Context: an optimization exercise on an open-source flow, tuned for small area, a short achievable clock period and few clock cycles per item. The choices shown serve that exercise and are no tape-out recipe.
RTL that was checked went through simulation tests only; none was proved equivalent to the original.

==> job 2241: inputs <==
Design cordic_multiply, start of the top module:
module cordic_multiply #(
    parameter WL = 16,
    parameter FL = 14,
    parameter N_ITER = 15
)(
    input  wire                 clk,
    input  wire                 rst_n,
    input  wire                 start,
    input  wire signed [WL-1:0] in1,
    input  wire signed [WL-1:0] in2,
    output wire signed [WL-1:0] out,
    output reg                  done
);
    reg  [15:1] ya_r, yb_r;
    reg         c0_r, p16_r;
    reg  [8:3] yc_r;
    wire p1 = ~(in1[0]);
    wire p2 = ~(in1[1]);
    wire p3 = ~(in1[2]);
    wire p4 = ~(in1[3]);
    wire p5 = ~(in1[4]);
    wire p6 = ~(in1[5]);
    wire p7 = ~(in1[6]);
    wire p8 = ~(in1[7]);
    wire p9 = ~(in1[8]);
    wire p10 = ~(in1[9]);
    wire p11 = ~(in1[10]);
    wire p12 = ~(in1[11]);
    wire p13 = ~(in1[12]);
    wire p14 = ~(in1[13]);
    wire p15 = ~(in1[14]);
    wire p16 = ~(~(in1[15]));
    wire p17 = ~(in2[15] & ~in1[0]);
    wire p18 = ~(in2[15]);
    wire p19 = ~(in2[14] & in1[1]);
    wire p20 = ~(in2[13] & in1[2]);
  ...
clock: 7.0 ns
lec_check: 0
cap_margin: 20
core_margin: 2
core_utilization: 50
cts_buf_list: sky130_fd_sc_hd__clkbuf_4
setup_slack_margin: 2.9
slew_margin: 20
synth_hierarchical: 1
synth_minimum_keep_size: 0
standard.sh (not shown) runs the stock make flow with config.mk's settings and CLKGATE_MAP_FILE= SYNTH_SCRIPT=/design/flow/synth_recipe.tcl, a recipe that flattens the netlist after the stock synthesis.
==> flow/flow/run.sh <==
#!/bin/bash
# Layout flow: the standard flow (standard.sh, unchanged synthesis and
# steps), except that the port buffers are the platform's smallest buffer
# (buf_1) instead of the default pick; repair_design still resizes them where
# a load needs it.  The full output goes to standard.log in this folder.
set -euo pipefail
export BUFFER_PORTS_ARGS="-buffer_cell sky130_fd_sc_hd__buf_1"
bash standard.sh > standard.log 2>&1
==> job 8446 (differences from job 2241) <==
CORE_UTILIZATION = 40   (was 50)
PLACE_DENSITY = 0.65   (was default)
==> run_results.csv <==
group,metric,value,unit
final_layout,final_cell_mix,"nand2_1, fa_1, dfxtp_1",
final_layout,buffer_area_frac,0.0440,
final_layout,multi_input_area_share,0.746,
detailed_routing,first_pass_iters,5,
detailed_routing,dr_wl_met2,5580,um
final_layout,clock_cell_area_share,0.0157,
die,dieArea,12400,um^2
final_layout,n_fill_cell,1097,
detailed_routing,vias_per_cell,5.37,
worst_setup_path,cp.required,7.23,ns
outcome,outcome,"timing/DRC/antenna clean",
final_layout,sh_seq_area,0.143,
cts,postCtsResizedCells,23,
place,gp_congestion,0.897,
the above is filed under job 8446

==> run_results.csv <==
group,metric,value,unit
cts,postCtsResizedCells,19,
final_layout,clock_cell_area_share,0.00995,
final_layout,n_fill_cell,783,
final_layout,multi_input_area_share,0.757,
outcome,outcome,"timing/DRC/antenna clean",
final_layout,final_cell_mix,"nand2_1, fa_1, dfxtp_1",
detailed_routing,dr_wl_met2,5140,um
the above is filed under job 2241

Testbench counts of job 2241, summed over its fixed seeds: cycles 1,608, items 1,600.
Testbench counts of job 8446, summed over its fixed seeds: cycles 1,608, items 1,600.

* * *

==> build 39: inputs <==
Another version of the RTL of cordic_multiply (not shown whole).
Settings: LEC_CHECK=0, CAP_MARGIN=20, CORE_MARGIN=2, CORE_UTILIZATION=40, CTS_BUF_LIST=sky130_fd_sc_hd__clkbuf_4, SETUP_SLACK_MARGIN=2.5, SLEW_MARGIN=20, SYNTH_HIERARCHICAL=1, SYNTH_MINIMUM_KEEP_SIZE=0; clock period 7.0 ns.
==> flow/flow/run.sh <==
#!/bin/bash
# Layout flow: the standard flow (standard.sh, unchanged synthesis and
# steps), except that the port buffers are the platform's smallest buffer
# (buf_1) instead of the default pick; repair_design still resizes them where
# a load needs it.  The full output goes to standard.log in this folder.
set -euo pipefail
export BUFFER_PORTS_ARGS="-buffer_cell sky130_fd_sc_hd__buf_2"
bash standard.sh > standard.log 2>&1
==> trial 78: changes against build 39 <==
--- a/flow/design.v
+++ b/flow/design.v
@@ -8,14 +8,13 @@
     input  wire                 start,
     input  wire signed [WL-1:0] in1,
     input  wire signed [WL-1:0] in2,
     output wire signed [WL-1:0] out,
     output reg                  done
 );
-    reg  [15:1] ya_r, yb_r;
-    reg         c0_r, p16_r;
+    reg  [16:0] ya_r, yb_r;
     wire p1 = ~(in1[0]);
     wire p2 = ~(in1[1]);
     wire p3 = ~(in1[2]);
     wire p4 = ~(in1[3]);
     wire p5 = ~(in1[4]);
     wire p6 = ~(in1[5]);
@@ -311,13 +310,13 @@
     cm_fa us295 (.a(s189), .b(s191), .ci(s237), .s(s295), .co(c296));
     wire s297, c298;
     cm_fa us297 (.a(c234), .b(c236), .ci(s239), .s(s297), .co(c298));
     wire s299, c300;
     cm_fa us299 (.a(s241), .b(c238), .ci(c240), .s(s299), .co(c300));
     wire s301, c302;
-    cm_fa us301 (.a(s243), .b(s245), .ci(1'b1), .s(s301), .co(c302));
+    cm_han us301 (.a(s243), .b(s245), .s(s301), .co(c302));
     wire s303, c304;
     cm_fa us303 (.a(s247), .b(s249), .ci(c242), .s(s303), .co(c304));
     wire s305, c306;
     cm_fa us305 (.a(s251), .b(c244), .ci(c246), .s(s305), .co(c306));
     wire s307, c308;
     cm_fa us307 (.a(s253), .b(s255), .ci(c248), .s(s307), .co(c308));
@@ -381,13 +380,13 @@
     cm_fa us365 (.a(p148), .b(p149), .ci(p150), .s(s365), .co(c366));
     wire s367, c368;
     cm_fa us367 (.a(s229), .b(s231), .ci(s289), .s(s367), .co(c368));
     wire s369, c370;
     cm_fa us369 (.a(c290), .b(s291), .ci(s293), .s(s369), .co(c370));
     wire s371, c372;
-    cm_fa us371 (.a(s297), .b(s341), .ci(1'b1), .s(s371), .co(c372));
+    cm_han us371 (.a(s297), .b(s341), .s(s371), .co(c372));
     wire s373, c374;
     cm_fa us373 (.a(s301), .b(c342), .ci(s343), .s(s373), .co(c374));
     wire s375, c376;
     cm_fa us375 (.a(s305), .b(c344), .ci(s345), .s(s375), .co(c376));
     wire s377, c378;
     cm_fa us377 (.a(c306), .b(c346), .ci(s347), .s(s377), .co(c378));
@@ -409,25 +408,21 @@
     cm_fa us393 (.a(c338), .b(s363), .ci(c362), .s(s393), .co(c394));
     wire s395, c396;
     cm_fa us395 (.a(c340), .b(s365), .ci(c364), .s(s395), .co(c396));
     wire s397, c398;
     cm_fa us397 (.a(p151), .b(p152), .ci(c366), .s(s397), .co(c398));
     wire s399, c400;
-    cm_fa us399 (.a(p153), .b(p154), .ci(1'b1), .s(s399), .co(c400));
+    cm_han us399 (.a(p153), .b(p154), .s(s399), .co(c400));
     wire [16:0] ya = {s399, s397, s395, s393, s391, s389, s387, s385, s383, s381, s379, s377, s375, s373, s371, s369, s367};
     wire [16:0] yb = {c398, c396, c394, c392, c390, c388, c386, c384, c382, c380, c378, c376, c374, c372, c370, c368, 1'b1};
-    wire        cy0 = ya[0] | yb[0];        
-    wire        sx16 = ~(ya[16] ^ yb[16]);  
     always @(posedge clk) begin
-        ya_r  <= ya[15:1];
-        yb_r  <= yb[15:1];
-        c0_r  <= cy0;
-        p16_r <= sx16;
+        ya_r <= ya;
+        yb_r <= yb;
     end
-    wire [16:0] sum = {p16_r, ya_r, 1'b1} + {1'b1, yb_r, c0_r};
-    assign out = ~sum[16:1];
+    wire [16:0] yn = ya_r + yb_r + 17'd1;
+    assign out = ~yn[16:1];
     always @(posedge clk or negedge rst_n)
         if (!rst_n) done <= 1'b0;
         else        done <= start;
 endmodule
 module cm_han (
     input  wire a,
==> flow/flow/run.sh (replaced) <==
#!/bin/bash
# Layout flow: the standard flow (standard.sh, unchanged synthesis and
# steps), except that the port buffers are the platform's smallest buffer
# (buf_1) instead of the default pick; repair_design still resizes them where
# a load needs it.  The full output goes to standard.log in this folder.
set -euo pipefail
export BUFFER_PORTS_ARGS="-buffer_cell sky130_fd_sc_hd__buf_1"
bash standard.sh > standard.log 2>&1
==> build 73: changes against build 39 <==
--- a/flow/design.v
+++ b/flow/design.v
@@ -5,17 +5,15 @@
 )(
     input  wire                 clk,
     input  wire                 rst_n,
     input  wire                 start,
     input  wire signed [WL-1:0] in1,
     input  wire signed [WL-1:0] in2,
-    output wire signed [WL-1:0] out,
+    output reg  signed [WL-1:0] out,
     output reg                  done
 );
-    reg  [15:1] ya_r, yb_r;
-    reg         c0_r, p16_r;
     wire p1 = ~(in1[0]);
     wire p2 = ~(in1[1]);
     wire p3 = ~(in1[2]);
     wire p4 = ~(in1[3]);
     wire p5 = ~(in1[4]);
     wire p6 = ~(in1[5]);
@@ -311,13 +309,13 @@
     cm_fa us295 (.a(s189), .b(s191), .ci(s237), .s(s295), .co(c296));
     wire s297, c298;
     cm_fa us297 (.a(c234), .b(c236), .ci(s239), .s(s297), .co(c298));
     wire s299, c300;
     cm_fa us299 (.a(s241), .b(c238), .ci(c240), .s(s299), .co(c300));
     wire s301, c302;
-    cm_fa us301 (.a(s243), .b(s245), .ci(1'b1), .s(s301), .co(c302));
+    cm_han us301 (.a(s243), .b(s245), .s(s301), .co(c302));
     wire s303, c304;
     cm_fa us303 (.a(s247), .b(s249), .ci(c242), .s(s303), .co(c304));
     wire s305, c306;
     cm_fa us305 (.a(s251), .b(c244), .ci(c246), .s(s305), .co(c306));
     wire s307, c308;
     cm_fa us307 (.a(s253), .b(s255), .ci(c248), .s(s307), .co(c308));
@@ -381,13 +379,13 @@
     cm_fa us365 (.a(p148), .b(p149), .ci(p150), .s(s365), .co(c366));
     wire s367, c368;
     cm_fa us367 (.a(s229), .b(s231), .ci(s289), .s(s367), .co(c368));
     wire s369, c370;
     cm_fa us369 (.a(c290), .b(s291), .ci(s293), .s(s369), .co(c370));
     wire s371, c372;
-    cm_fa us371 (.a(s297), .b(s341), .ci(1'b1), .s(s371), .co(c372));
+    cm_han us371 (.a(s297), .b(s341), .s(s371), .co(c372));
     wire s373, c374;
     cm_fa us373 (.a(s301), .b(c342), .ci(s343), .s(s373), .co(c374));
     wire s375, c376;
     cm_fa us375 (.a(s305), .b(c344), .ci(s345), .s(s375), .co(c376));
     wire s377, c378;
     cm_fa us377 (.a(c306), .b(c346), .ci(s347), .s(s377), .co(c378));
@@ -409,25 +407,19 @@
     cm_fa us393 (.a(c338), .b(s363), .ci(c362), .s(s393), .co(c394));
     wire s395, c396;
     cm_fa us395 (.a(c340), .b(s365), .ci(c364), .s(s395), .co(c396));
     wire s397, c398;
     cm_fa us397 (.a(p151), .b(p152), .ci(c366), .s(s397), .co(c398));
     wire s399, c400;
-    cm_fa us399 (.a(p153), .b(p154), .ci(1'b1), .s(s399), .co(c400));
+    cm_han us399 (.a(p153), .b(p154), .s(s399), .co(c400));
     wire [16:0] ya = {s399, s397, s395, s393, s391, s389, s387, s385, s383, s381, s379, s377, s375, s373, s371, s369, s367};
     wire [16:0] yb = {c398, c396, c394, c392, c390, c388, c386, c384, c382, c380, c378, c376, c374, c372, c370, c368, 1'b1};
-    wire        cy0 = ya[0] | yb[0];        
-    wire        sx16 = ~(ya[16] ^ yb[16]);  
-    always @(posedge clk) begin
-        ya_r  <= ya[15:1];
-        yb_r  <= yb[15:1];
-        c0_r  <= cy0;
-        p16_r <= sx16;
-    end
-    wire [16:0] sum = {p16_r, ya_r, 1'b1} + {1'b1, yb_r, c0_r};
-    assign out = ~sum[16:1];
+    wire [16:0] yn = ya + yb + 17'd1;
+    wire [16:0] y = ~yn;
+    always @(posedge clk)
+        out <= y[16:1];
     always @(posedge clk or negedge rst_n)
         if (!rst_n) done <= 1'b0;
         else        done <= start;
 endmodule
 module cm_han (
     input  wire a,
==> flow/flow/run.sh (replaced) <==
#!/bin/bash
# Layout flow: the standard flow (standard.sh, unchanged synthesis and
# steps), except that the port buffers are the platform's smallest buffer
# (buf_1) instead of the default pick; repair_design still resizes them where
# a load needs it.  The full output goes to standard.log in this folder.
set -euo pipefail
export BUFFER_PORTS_ARGS="-buffer_cell sky130_fd_sc_hd__buf_1"
bash standard.sh > standard.log 2>&1
--- a/flow/config.mk
+++ b/flow/config.mk
@@ -6,10 +6,9 @@
 export NUM_CORES = 4
 export LEC_CHECK = 0
 export CAP_MARGIN = 20
 export CORE_MARGIN = 2
 export CORE_UTILIZATION = 40
 export CTS_BUF_LIST = sky130_fd_sc_hd__clkbuf_4
-export SETUP_SLACK_MARGIN = 2.5
 export SLEW_MARGIN = 20
 export SYNTH_HIERARCHICAL = 1
 export SYNTH_MINIMUM_KEEP_SIZE = 0
==> notes.md <==
- Outcome: finished clean
- Global-route wire length before repair: around 19 mm
- Final net count: around 660
- Worst Path Max Fanout: 5
- Arr. time, crit path: between 4000 and 5000 ps
- DRT iter0 DRCs: about 200
- Total CTS buffers: 5
(the above is from trial 78)
==> notes.md <==
- Gpl congestion: 0.8188
- #MultiIn Comb: between 300 and 400
- DRT iter0 DRCs: about 250
- Outcome: finished clean
- Clock-pin slew on the worst setup and hold paths: approximately 90 ps
- Top Layer Used: met4
- Worst Path Max Fanout: 17
- Multi-input logic area: roughly 3800 um2
- WL/cell: 17.75 um
- Global-route wire length before repair: roughly 18 mm
- Pre-Repair DR Iteration Count: 5
- Fillers: 1109
(the above is from build 39)
==> notes.md <==
- Outcome: finished clean
- Global-route wire length before repair: approximately 17 mm
- Final net count: between 600 and 700
- DRT iter0 DRCs: 144
- Arr. time, crit path: around 6400 ps
- Worst Path Max Fanout: 6
(the above is from build 73)
Testbench counts of build 73, summed over its fixed seeds: cycles 1,608, items 1,600.
The RTL of build 39 and trial 78 was laid out without a check of its function.

[re-timing with driven ports]
In the flow no input, the clock included, has a driving cell. The finished layouts below were timed again as built, in two steps.
Step 1 (the two cells are an assumption about what drives the block):
set clk [get_ports {clk}]
set_driving_cell -lib_cell sky130_fd_sc_hd__clkbuf_16 $clk
set_driving_cell -lib_cell sky130_fd_sc_hd__buf_2 [delete_from_list [all_inputs] $clk]
Step 2 moves the port delays by t, midway between the first and last clock arrival at a register: inputs arrive t later, outputs are due t later. That takes back most of the time a late clock gives input paths.
Slacks: ideal / step 1 / step 2; pairs: ideal / step 1.
run | shift t [ns] | slack for setup (ns) | worst hold slack (ns) | cell pins on the clock port's net
job 2241 | 0.347 | 2.978 / 2.981 / 2.634 | 0.821 / 0.818 / 1.165 | 1
job 8446 | 0.364 | 2.952 / 2.953 / 2.589 | 0.790 / 0.788 / 1.152 | 1
build 39 | 0.338 | 2.585 / 2.559 / 2.222 | 0.833 / 0.828 / 1.165 | 1
trial 78 | 0.340 | 2.552 / 2.544 / 2.204 | 0.823 / 0.822 / 1.162 | 1
build 73 | 0.307 | 0.845 / 0.824 / 0.516 | 0.863 / 0.861 / 1.168 | 1
After both steps setup and hold are still met in every run listed.
